This design comes from an exercise in tuning for small area, a short achievable clock period and few clock cycles per item on the open sky130 flow, not from production work.
Only simulation tests tie the RTL to the original design; equivalence was not proved.
Power and IR drop assume default switching activity.

Setup of build 16:
==> flow/design.v (excerpt) <==
module systolic_matrix_mult #(
    parameter DATA_WIDTH = 16,
    parameter FRAC_WIDTH = 8,
    parameter M = 4,
    parameter N = 4,
    parameter K = 4
)(
    input wire clk,
    input wire rst_n,
    input wire start,
    input wire signed [DATA_WIDTH-1:0] a_data,
    input wire [$clog2(M)-1:0] a_row,
    input wire [$clog2(K)-1:0] a_col,
    input wire a_valid,
    input wire signed [DATA_WIDTH-1:0] b_data,
    input wire [$clog2(K)-1:0] b_row,
    input wire [$clog2(N)-1:0] b_col,
    input wire b_valid,
    output reg signed [DATA_WIDTH-1:0] c_data,
    output reg [$clog2(M)-1:0] c_row,
    output reg [$clog2(N)-1:0] c_col,
    output reg c_valid,
    output reg done
);
clock: 10.0 ns
lec_check: 0
cap_margin: 20
core_margin: 2
core_utilization: 40
cts_cluster_diameter: 120
cts_cluster_size: 28
slew_margin: 20
standard.sh (not shown) runs the stock make flow with config.mk's settings and CLKGATE_MAP_FILE= SYNTH_SCRIPT=/design/flow/synth_recipe.tcl, a recipe that flattens the netlist after the stock synthesis.
==> flow/flow/run.sh <==
#!/bin/bash
set -euo pipefail
margin=$(cat flow/margin.txt)
bash standard.sh SETUP_SLACK_MARGIN="$margin" finish > standard_flow.log 2>&1
==> flow/flow/margin.txt <==
6.5
Testbench counts of build 16, summed over its fixed seeds: cycles 51,521, items 1,600.
[inputs] build 72 vs build 16
==> flow/flow/margin.txt <==
6.8
In the metrics for build 16 and build 72, the one carrying the lower fraction of area in registers is build 72.
Going from build 16 to build 72, routed length on met1 grew by about 0.6%, met2 global-route usage grew by 0.79 points, routed wire length grew by 3800 um.
Comparing build 72 with build 16, the placed cell area came out essentially unchanged.
Pre-CTS worst setup slack was higher in the run labelled build 16.
No run among build 16 and build 72 stopped early or left any final violation; all are clean.
Global-route usage: build 72 vs build 16 up 0.59 points
Summary — total power per unit cell area, build 72 relative to build 16: lower, by 3.8 mW/mm^2.


systolic_matrix_mult, a different RTL version from the one above (not shown whole).
Size in the first run: roughly 4000 cells after synthesis, roughly 920 flip-flops, roughly 67 I/O pins, roughly 0.049 mm^2 of cells after synthesis.
export LEC_CHECK = 0
export CAP_MARGIN = 20
export CORE_MARGIN = 2
export CORE_UTILIZATION = 40
export SLEW_MARGIN = 20
create_clock -name core_clock -period 10.0 [get_ports {clk}]
==> flow/flow/margin.txt <==
6.6
Scripts as last shown in full above: flow/flow/run.sh
Testbench counts at the start, summed over its fixed seeds: cycles 51,521, items 1,600.
Rerun with:
CORE_UTILIZATION = 30   (was 40)
The new run passed the timing, design-rule and antenna checks.
Utilization went down by 11 points.
Global-route usage went down by 5.7 points.
Clock power went down by about 3%.


## v42
RTL: one of the versions met above, not the one the previous note started from.
Size in the first run: ~4000 cells after synthesis, about 920 flip-flops, roughly 67 I/O pins, ~0.049 mm2 of cells after synthesis.
clock: 10.0 ns
lec_check: 0
cap_margin: 20
core_margin: 2
core_utilization: 50
cts_cluster_diameter: 120
cts_cluster_size: 28
slew_margin: 20
Scripts as last shown in full above: flow/flow/run.sh, flow/flow/margin.txt
v42 ran to completion and came out clean on the timing, design-rule and antenna checks.
Testbench counts of v42, summed over its fixed seeds: cycles 51,521, items 1,600.
Here is what was changed in the inputs of v16 compared with v42.
- swapping 28 for 24 in CTS_CLUSTER_SIZE
- swapping 120 for 100 in CTS_CLUSTER_DIAMETER
Results
- Clock sink count came out exactly the same in v42 and v16.
- On cell count, v42 tracks v16 almost exactly.
- v42 → v16: part of the power in registers went down; utilization went up.
- Going from v42 to v16, final period utilization shows an increase of 0.62 points; power shows an increase of 1.7%.
The inputs of v48 differ from those of v16 as listed below.
- CORE_UTILIZATION: 50 -> 60
- CTS_CLUSTER_SIZE: 24 -> 28
- CTS_CLUSTER_DIAMETER: 100 -> 120
Findings:
Compare v16 and v48 | first-pass GRT wire length higher: v48. After detailed routing, v16 needs less wire than v48. Where area of the die is concerned, v16 is outperformed by v48. v48 ended with more total met2 wirelength after detailed routing than v16. Taking v48 as 1.0, v16 lands at 1.15 on number of buffers created by CTS.

==> static timing again, ports no longer ideal <==
Ports are ideal in the flow. The routed layouts listed here were re-timed in OpenROAD.
Step 1 (the two cells are an assumption about what drives the block):
set clk [get_ports {clk}]
set_driving_cell -lib_cell sky130_fd_sc_hd__clkbuf_16 $clk
set_driving_cell -lib_cell sky130_fd_sc_hd__buf_2 [delete_from_list [all_inputs] $clk]
Step 2 moves the port delays by t, midway between the first and last clock arrival at a register: inputs arrive t later, outputs are due t later. That takes back most of the time a late clock gives input paths.
Slacks: ideal ports / drivers / drivers and shift; pairs: ideal ports / drivers.
| run | t, ns | setup WS [ns] | worst setup path after step 2 | worst slew at a driven data input, ns |
|---|---|---|---|---|
| build 16 | 0.738 | 6.526 / 6.548 / 5.832 | input to register | 0.05 |
| build 72 | 0.734 | 6.653 / 6.653 / 6.120 | input to register | 0.05 |
| the first run of note 2 | 0.738 | 6.665 / 6.636 / 5.980 | input to register | 0.04 |
| the second run of note 2 | 0.740 | 6.492 / 6.532 / 5.792 | input to register | 0.08 |
| v42 | 0.711 | 6.645 / 6.610 / 6.028 | input to register | 0.04 |
| v16 | 0.727 | 6.583 / 6.583 / 5.994 | input to register | 0.04 |
| v48 | 0.696 | 6.547 / 6.547 / 5.979 | input to register | 0.08 |
After both steps setup and hold are still met in every run listed. The setup slack of the second run of note 2, which loses most, moves by +0.040 ns with the drivers and by -0.700 ns with both steps.
